This design comes from an exercise in tuning for small area and a short achievable clock period on the open sky130 flow, not from production work.
At most, simulation tests tie the RTL to the original design; equivalence was not proved.
No activity file was given, so power comes from the tool's default toggle rates.

==> v24: inputs <==
Design mac, start of the top module:
module mac (
    input  logic               i_nrst,
    input  logic               i_clk,
    input  logic signed  [7:0] i_a0, i_a1, i_a2, i_a3, i_a4, i_a5, i_a6, i_a7,
    input  logic signed  [7:0] i_b0, i_b1, i_b2, i_b3, i_b4, i_b5, i_b6, i_b7,
    output logic signed [18:0] o_res
);
    logic p1;
    logic p2;
    logic p3;
    logic p4;
    logic p5;
    logic p6;
    logic p7;
    logic p8;
    logic p9;
    logic p10;
    logic p11;
    logic p12;
    logic p13;
    logic p14;
    logic p15;
    logic p16;
    logic p17;
    logic p18;
    logic p19;
    logic p20;
    logic p21;
    logic p22;
    logic p23;
    logic p24;
    logic p25;
    logic p26;
    logic p27;
    logic p28;
    logic p29;
    logic p30;
    logic p31;
    logic p32;
    logic p33;
    logic p34;
    logic p35;
    logic p36;
    logic p37;
    logic p38;
    logic p39;
    logic p40;
    logic p41;
    logic p42;
    logic p43;
    logic p44;
    logic p45;
    logic p46;
    logic p47;
    logic p48;
    logic p49;
    logic p50;
    logic p51;
    logic p52;
    logic p53;
    logic p54;
    logic p55;
    logic p56;
    logic p57;
    logic p58;
    logic p59;
    logic p60;
    logic p61;
    logic p62;
    logic p63;
    logic p64;
    logic p65;
    logic p66;
    logic p67;
    logic p68;
    logic p69;
    logic p70;
    logic p71;
    logic p72;
    logic p73;
    logic p74;
    logic p75;
    logic p76;
    logic p77;
    logic p78;
    logic p79;
    logic p80;
    logic p81;
    logic p82;
    logic p83;
    logic p84;
    logic p85;
    logic p86;
    logic p87;
    logic p88;
    logic p89;
    logic p90;
    logic p91;
    logic p92;
    logic p93;
    logic p94;
    logic p95;
    logic p96;
    logic p97;
    logic p98;
    logic p99;
    logic p100;
    logic p101;
    logic p102;
    logic p103;
    logic p104;
    logic p105;
    logic p106;
    logic p107;
    logic p108;
    logic p109;
  ...
Settings: LEC_CHECK=0, CAP_MARGIN=20, CORE_MARGIN=5, CORE_UTILIZATION=60, SETUP_SLACK_MARGIN=3.3, SLEW_MARGIN=20, SYNTH_HIERARCHICAL=1, SYNTH_MINIMUM_KEEP_SIZE=0; clock period 5.5 ns.
standard.sh (not shown) runs the stock make flow with config.mk's settings and CLKGATE_MAP_FILE= SYNTH_SCRIPT=/design/flow/synth_recipe.tcl, a recipe that flattens the netlist after the stock synthesis.
==> flow/flow/run.sh <==
#!/bin/bash
set -e
export BUFFER_PORTS_ARGS="-buffer_cell sky130_fd_sc_hd__buf_1"
sed -E 's/SETUP_SLACK_MARGIN=[-0-9.]+/SETUP_SLACK_MARGIN=0/' standard.sh > standard_fp.sh
bash standard_fp.sh synth floorplan > standard_fp.log 2>&1
bash standard.sh > standard.log 2>&1
==> inputs of v29, as changes to v24 <==
- SETUP_SLACK_MARGIN: 3.3 -> 2.8
==> inputs of v2, as changes to v24 <==
==> flow/flow/run.sh (replaced) <==
#!/bin/bash
set -e
export BUFFER_PORTS_ARGS="-buffer_cell sky130_fd_sc_hd__buf_1"
bash standard.sh > standard.log 2>&1
- CORE_UTILIZATION: 60 -> 40
- SETUP_SLACK_MARGIN: 3.3 -> 2.8
==> flow_summary_export.csv <==
group,metric,value,unit
outcome,status,"timing/DRC/antenna clean",
pwr,total_power,14.7,mW
routing,vias,12500,
setup_path,critPathSlowestCell,"fa_1",
pwr,comb_power_share,0.677,
-- figures above: v24

==> flow_summary_export.csv <==
group,metric,value,unit
setup_path,critPathSlowestCell,"fa_1",
routing,vias,11700,
pwr,total_power,13.3,mW
outcome,status,"timing/DRC/antenna clean",
pwr,top_power_group,"combinational cells",
pwr,comb_power_share,0.629,
-- figures above: v2

==> flow_summary_export.csv <==
group,metric,value,unit
outcome,status,"timing/DRC/antenna clean",
setup_path,critPathSlowestCell,"fa_2",
routing,ant_nets,0,
pwr,comb_power_share,0.629,
placed_design,dpl-instance-area,0.0188,mm2
setup_path,cp_cell_sequence,"fa_1 -> fa_2 -> fa_2 -> fa_2 -> fa_1",
pwr,total_power,12.7,mW
clocking,clk_pin_slew,70,ps
routing,vias,11500,
-- figures above: v29


========
==> inputs of try-raven <==
mac, a different RTL version from the one above (not shown whole).
make LEC_CHECK=0 CAP_MARGIN=20 CORE_MARGIN=5 CORE_UTILIZATION=40 SETUP_SLACK_MARGIN=2.5 SLEW_MARGIN=20 SYNTH_HIERARCHICAL=1 SYNTH_MINIMUM_KEEP_SIZE=0 finish   # period 5.5 ns
run.sh (not shown) runs the stock make flow with config.mk's settings and CLKGATE_MAP_FILE= SYNTH_SCRIPT=/design/flow/synth_recipe.tcl, a recipe that flattens the netlist after the stock synthesis.
Stock flow here: none of the scripts above is used.
==> try-harbor: changes against try-raven <==
==> flow/flow/run.sh (new file) <==
#!/bin/bash
set -e
export BUFFER_PORTS_ARGS="-buffer_cell sky130_fd_sc_hd__buf_1"
bash standard.sh > standard.log 2>&1
==> flow/standard.sh (new file) <==
#!/bin/bash
# synth_recipe.tcl (not shown) runs the flow's synth.tcl, then flattens the netlist and writes it again
# the make line also repeats each setting of config.mk as NAME=value (left out here)
make -C /OpenROAD-flow-scripts/flow DESIGN_CONFIG=/design/flow/config.mk WORK_HOME=/design/flow/orfs CLKGATE_MAP_FILE= SYNTH_SCRIPT=/design/flow/synth_recipe.tcl "${@:-finish}"
--- a/flow/config.mk
+++ b/flow/config.mk
@@ -9,5 +9,5 @@
 export CORE_MARGIN = 5
 export CORE_UTILIZATION = 40
-export SETUP_SLACK_MARGIN = 2.5
+export SETUP_SLACK_MARGIN = 2.0
 export SLEW_MARGIN = 20
 export SYNTH_HIERARCHICAL = 1
removed: flow/run.sh
==> results.json <==
{
  "status": "timing/DRC/antenna clean",
  "clkLatencyLatePin_ps": 550,
  "cp.arrival_ps": 2440,
  "drive_gt1_share_pct": 39.8,
  "r2r_cells": 7,
  "buf_share_pct": 9.72,
  "final.fill_count": 3841,
  "post-cts-setup-buffers": 51
}
The numbers above come from try-raven.

==> results.json <==
{
  "post-cts-setup-buffers": 6,
  "buf_share_pct": 3.07,
  "status": "timing/DRC/antenna clean",
  "start_util_pct": 40.5,
  "r2r_cells": 6,
  "final.fill_count": 4167
}
The numbers above come from try-harbor.

No functional check of the RTL was part of any run of this note.

========
==> inputs of 09-26 <==
mac, a different RTL version from the one above (not shown whole).
## mac
module mac (
    input  logic               i_nrst,
    input  logic               i_clk,
    input  logic signed  [7:0] i_a0, i_a1, i_a2, i_a3, i_a4, i_a5, i_a6, i_a7,
    input  logic signed  [7:0] i_b0, i_b1, i_b2, i_b3, i_b4, i_b5, i_b6, i_b7,
    output logic signed [18:0] o_res
);
export LEC_CHECK = 0
export CAP_MARGIN = 20
export CORE_MARGIN = 5
export CORE_UTILIZATION = 40
export SETUP_SLACK_MARGIN = 2.0
export SLEW_MARGIN = 20
export SYNTH_HIERARCHICAL = 1
export SYNTH_MINIMUM_KEEP_SIZE = 0
create_clock -name core_clock -period 5.5 [get_ports {i_clk}]
standard.sh (not shown) runs the stock make flow with config.mk's settings and CLKGATE_MAP_FILE= SYNTH_SCRIPT=/design/flow/synth_recipe.tcl, a recipe that flattens the netlist after the stock synthesis.
==> flow/flow/run.sh <==
#!/bin/bash
set -e
export BUFFER_PORTS_ARGS="-buffer_cell sky130_fd_sc_hd__buf_1"
bash standard.sh > standard.log 2>&1
==> 11-22: changes against 09-26 <==
Settings changed: SETUP_SLACK_MARGIN 2.0 to 2.3.
==> summary.txt <==
item                                                              09-26           11-22
Sink of the worst hold path                                       r2[4]           r2[1]
Final nets                                                         2176            2177
Max-Slew Margin vs Limit                                          40.3%           42.9%
Result of the run                                        finished clean  finished clean
Proportion of cell area occupied by registers                     18.3%           17.4%
Global-route wire length before repair                         84900 um        86400 um
Multi-input logic portion of the cell area                        70.6%           70.9%
Capture instance of the worst register-to-register path          r2[20]          r2[24]
Metal2 WL                                                      27100 um        28300 um
Total inserted antenna cells                                          1               0
Clock network power                                             1.23 mW         1.21 mW
Crit path setup slack, layout                                   2000 ps         2280 ps
Origin of the worst setup path                                  i_b4[7]         i_a4[1]
Period utilisation layout                                         63.7%           58.5%
Power consumption                                               10.7 mW         11.1 mW
Clock power frac                                                  11.5%           10.8%
Layout Area Growth over Synthesis                                 8.62%           14.5%
Pre-CTS setup slack                                             1440 ps         1380 ps
Per-cell routed wire length                                     27.2 um         27.8 um
Count of non-CTS buffers in the layout                              148             149
Initial antenna violation count                                       0               1

========
==> 01-15: inputs <==
RTL: one of the versions met above, not the one the previous note started from.
## mac
module mac (
    input  logic               i_nrst,
    input  logic               i_clk,
    input  logic signed  [7:0] i_a0, i_a1, i_a2, i_a3, i_a4, i_a5, i_a6, i_a7,
    input  logic signed  [7:0] i_b0, i_b1, i_b2, i_b3, i_b4, i_b5, i_b6, i_b7,
    output logic signed [18:0] o_res
);
export LEC_CHECK = 0
export CAP_MARGIN = 20
export CORE_MARGIN = 5
export CORE_UTILIZATION = 60
export SETUP_SLACK_MARGIN = 2.6
export SLEW_MARGIN = 20
export SYNTH_HIERARCHICAL = 1
export SYNTH_MINIMUM_KEEP_SIZE = 0
create_clock -name core_clock -period 5.5 [get_ports {i_clk}]
==> flow/flow/run.sh <==
#!/bin/bash
set -e
export BUFFER_PORTS_ARGS="-buffer_cell sky130_fd_sc_hd__buf_1"
sed -E 's/SETUP_SLACK_MARGIN=[-0-9.]+/SETUP_SLACK_MARGIN=0/' standard.sh > standard_fp.sh
bash standard_fp.sh synth floorplan > standard_fp.log 2>&1
bash standard.sh > standard.log 2>&1
==> 09-13 (differences from 01-15) <==
==> flow/flow/run.sh (replaced) <==
#!/bin/bash
set -e
export BUFFER_PORTS_ARGS="-buffer_cell sky130_fd_sc_hd__buf_1"
bash standard.sh > standard.log 2>&1
- CORE_UTILIZATION: 60 -> 40
==> summary.txt <==
- In non-clock buffer count, 09-13 and 01-15 do not differ.
- Area after synthesis is the same in 01-15 and 09-13.
- Between 09-13 and 01-15, the lower clock skew is in 09-13 (gap 0.016 ns).
- Against 09-13, the register-to-register slack of 01-15 is lower by 0.03 ns.
- In critical path depth, 09-13 and 01-15 do not differ.
- Between 09-13 and 01-15, the lower worst hold slack is in 01-15 (gap 0.0049 ns).
- In synthesized cell count, 01-15 and 09-13 do not differ.
- 01-15 passed the timing, DRC and antenna checks. 09-13 produced a clean layout.
- Of 09-13 and 01-15, 09-13 has the higher power (gap about 2.7%, measured against 01-15).
- Sequential power is about the same in 09-13 and 01-15.

========
==> run a: inputs <==
mac again, from the RTL that the note above started with.
// mac
module mac (
    input  logic               i_nrst,
    input  logic               i_clk,
    input  logic signed  [7:0] i_a0, i_a1, i_a2, i_a3, i_a4, i_a5, i_a6, i_a7,
    input  logic signed  [7:0] i_b0, i_b1, i_b2, i_b3, i_b4, i_b5, i_b6, i_b7,
    output logic signed [18:0] o_res
);
Settings: LEC_CHECK=0, CAP_MARGIN=20, CORE_MARGIN=5, CORE_UTILIZATION=60, SETUP_SLACK_MARGIN=2.9, SLEW_MARGIN=20, SYNTH_HIERARCHICAL=1, SYNTH_MINIMUM_KEEP_SIZE=0; clock period 5.5 ns.
==> flow/flow/run.sh <==
#!/bin/bash
set -e
export BUFFER_PORTS_ARGS="-buffer_cell sky130_fd_sc_hd__buf_1"
sed -E 's/SETUP_SLACK_MARGIN=[-0-9.]+/SETUP_SLACK_MARGIN=0/' standard.sh > standard_fp.sh
bash standard_fp.sh synth floorplan > standard_fp.log 2>&1
bash standard.sh > standard.log 2>&1
==> run b (differences from run a) <==
==> flow/flow/run.sh (replaced) <==
#!/bin/bash
set -e
export BUFFER_PORTS_ARGS="-buffer_cell sky130_fd_sc_hd__buf_1"
bash standard.sh > standard.log 2>&1
Settings changed: CORE_UTILIZATION 60 to 40, CTS_BUF_LIST set to sky130_fd_sc_hd__clkbuf_8, SETUP_SLACK_MARGIN 2.9 to 2.8.
==> run c (differences from run a) <==
Settings changed: SETUP_SLACK_MARGIN 2.9 to 2.7.
==> qor summary <==
Met1 layer usage reported by global route: run c 0.461; run b 0.322; run a 0.462
Clk pin slew, worst setup/hold paths: run c 0.06 ns; run b 0.07 ns; run a 0.06 ns
# H-tree levels: run c 1; run b 2; run a 1
Std-Cell Core Area: run c 29,800 um^2; run b 45,200 um^2; run a 29,800 um^2
Post-detailed-route via-to-cell ratio: run c 5.72; run b 5.18; run a 5.76
Sequential share of power: run c 0.238; run b 0.230; run a 0.233
Crit Reg-Reg Startpoint: run c r1[100]$_DFF_P_; run b r1[99]$_DFF_P_; run a r1[100]$_DFF_P_
Post-detailed-placement cell area: run c 18,800 um^2; run b 20,100 um^2; run a 18,800 um^2
Hold endpoint: run c r2[3]$_DFF_P_; run b r2[0]$_DFF_P_; run a r2[3]$_DFF_P_
Number of antenna violations at the first check in global routing: run c 1; run b 2; run a 1
Layout net count: run c 2,230; run b 2,248; run a 2,234
Clk_skew: run c 0.0252 ns; run b 0.0445 ns; run a 0.0220 ns
Maximum fanout count along the critical path: run c 8; run b 1; run a 8
Run status: run c timing/DRC/antenna clean; run b timing/DRC/antenna clean; run a timing/DRC/antenna clean
Library cell used as clock root buffer: run c sky130_fd_sc_hd__clkbuf_16; run b sky130_fd_sc_hd__clkbuf_8; run a sky130_fd_sc_hd__clkbuf_16
Internal power component: run c 7.10 mW; run b 7.25 mW; run a 7.35 mW
Part of the cycle the worst path needs: run c 0.510; run b 0.495; run a 0.501
Register-to-register setup slack: run c 2.76 ns; run b 2.78 ns; run a 2.79 ns
Row count: run c 63; run b 78; run a 63
Area grow syn2layout: run c 9.32%; run b 16.8%; run a 12.6%
Number of fill cells: run c 2,291; run b 4,074; run a 2,206
Total routing resource utilization after global routing: run c 0.334; run b 0.248; run a 0.337

========
==> inputs of exp/cedar <==
Starting RTL as in the previous note.
// mac
module mac (
    input  logic               i_nrst,
    input  logic               i_clk,
    input  logic signed  [7:0] i_a0, i_a1, i_a2, i_a3, i_a4, i_a5, i_a6, i_a7,
    input  logic signed  [7:0] i_b0, i_b1, i_b2, i_b3, i_b4, i_b5, i_b6, i_b7,
    output logic signed [18:0] o_res
);
clock: 5.5 ns
lec_check: 0
cap_margin: 20
core_margin: 5
core_utilization: 70
cts_cluster_diameter: 100
cts_cluster_size: 30
setup_slack_margin: 2.8
slew_margin: 20
synth_hierarchical: 1
synth_minimum_keep_size: 0
==> flow/flow/run.sh <==
#!/bin/bash
set -e
export BUFFER_PORTS_ARGS="-buffer_cell sky130_fd_sc_hd__buf_1"
sed -E 's/SETUP_SLACK_MARGIN=[-0-9.]+/SETUP_SLACK_MARGIN=0/' standard.sh > standard_fp.sh
bash standard_fp.sh synth floorplan > standard_fp.log 2>&1
bash standard.sh > standard.log 2>&1
==> exp/juniper: changes against exp/cedar <==
CORE_UTILIZATION = 60   (was 70)
==> exp/xenon: changes against exp/cedar <==
CORE_UTILIZATION = 60   (was 70)
CTS_CLUSTER_DIAMETER = default   (was 100)
CTS_CLUSTER_SIZE = default   (was 30)
SETUP_SLACK_MARGIN = 3.0   (was 2.8)
==> flow_summary.ini <==
[run_status]
status = complete, no violations

[finish]
final.clkbuf_count = 13
fillers = 1692
seq_share = 0.240

[global_routing]
grt_pass1_wl_um = 80900
antenna_found_initial = 2

[pwr]
p_int_w = 0.00665

[detailed_routing]
dr.pass1.iters = 5
first_iter_violations = 1458

[clock_network]
cts_setup_buffers = 0

[setup_path]
r2r-start = r1[98]
crit_path_start = r1[98]
crit_path_end = r2[31]

[floorplanning]
taps = 335

[place]
place.gp.congestion = 1.06
Source of the figures above: exp/cedar

==> flow_summary.ini <==
[clock_network]
cts_setup_buffers = 0

[detailed_routing]
first_iter_violations = 989
dr.pass1.iters = 5

[pwr]
p_sw_frac = 0.450
p_int_w = 0.00658

[floorplanning]
taps = 390

[finish]
final.clkbuf_count = 13
seq_share = 0.238
fillers = 2319
multi_input_area_share = 0.669

[global_routing]
grt_pass1_wl_um = 81200
antenna_found_initial = 1

[sta]
worst_clock_skew_ns = 0.0298
setup_ws_ns = 2.76
slew_headroom = 0.554

[setup_path]
crit_path_start = r1[79]
crit_path_end = r2[28]
r2r-start = r1[79]
reg2reg_slack_ns = 2.76

[place]
place.gp.congestion = 0.971

[run_status]
status = complete, no violations

[synth]
synth_area_leaders = fa_1 (53%), dfxtp_1 (26%), nand2_1 (8.6%)
Source of the figures above: exp/juniper

==> flow_summary.ini <==
[place]
place.gp.congestion = 0.971

[detailed_routing]
first_iter_violations = 881

[finish]
final.clkbuf_count = 36
seq_share = 0.219

[clock_network]
cts_setup_buffers = 6

[setup_path]
crit_path_end = r2[31]
crit_path_start = r1[94]
r2r-start = r1[94]

[floorplanning]
taps = 390

[sta]
setup_ws_ns = 2.79

[run_status]
status = complete, no violations

[global_routing]
grt_pass1_wl_um = 83300

[pwr]
p_int_w = 0.00753
Source of the figures above: exp/xenon

[port drivers added, routing unchanged]
No port has a modelled driver above. Below, the same layouts with a new extraction and two added sets of constraints. Step 1, drivers: a clkbuf_16 drives i_clk and a buf_2 each remaining input, both assumed. Step 2 also shifts input and output timing later by t, the mid clock arrival at the registers, as if the neighbouring blocks saw the same clock. Slacks: ideal / step 1 / step 2; pairs: ideal / step 1.
run	shift t [ns]	slack for setup (ns)	worst hold slack (ns)	worst setup path at the end	worst data-port slew with drivers (ns)
v24	0.573	2.776 / 2.776 / 2.297	0.324 / 0.324 / 0.324	input to register	0.16
v29	0.573	2.749 / 2.749 / 2.231	0.324 / 0.324 / 0.324	input to register	0.08
v2	0.606	2.790 / 2.790 / 2.227	0.327 / 0.327 / 0.327	input to register	0.05
try-raven	0.601	1.959 / 1.904 / 2.262	0.355 / 0.355 / 0.355	register to register	0.05
try-harbor	0.615	1.995 / 1.943 / 2.080	0.351 / 0.351 / 0.351	register to register	0.05
09-26	0.497	1.998 / 2.029 / 1.532	0.328 / 0.328 / 0.328	input to register	0.09
11-22	0.493	2.283 / 2.286 / 1.793	0.329 / 0.329 / 0.329	input to register	0.07
01-15	0.576	2.516 / 2.545 / 1.969	0.325 / 0.325 / 0.325	input to register	0.08
09-13	0.598	2.585 / 2.608 / 2.010	0.330 / 0.330 / 0.330	input to register	0.06
run a	0.572	2.746 / 2.775 / 2.203	0.324 / 0.324 / 0.324	input to register	0.08
run b	0.635	2.778 / 2.778 / 2.170	0.322 / 0.322 / 0.322	input to register	0.05
run c	0.574	2.697 / 2.720 / 2.146	0.325 / 0.325 / 0.325	input to register	0.07
exp/cedar	0.540	2.763 / 2.763 / 2.266	0.337 / 0.337 / 0.337	input to register	0.05
exp/juniper	0.528	2.761 / 2.761 / 2.269	0.340 / 0.340 / 0.340	input to register	0.08
exp/xenon	0.575	2.786 / 2.786 / 2.275	0.325 / 0.325 / 0.325	input to register	0.08
After both steps every run listed still meets setup and hold. For run b, which loses most, drivers alone change the setup slack by 0.000 ns; drivers and shift together by -0.608 ns.
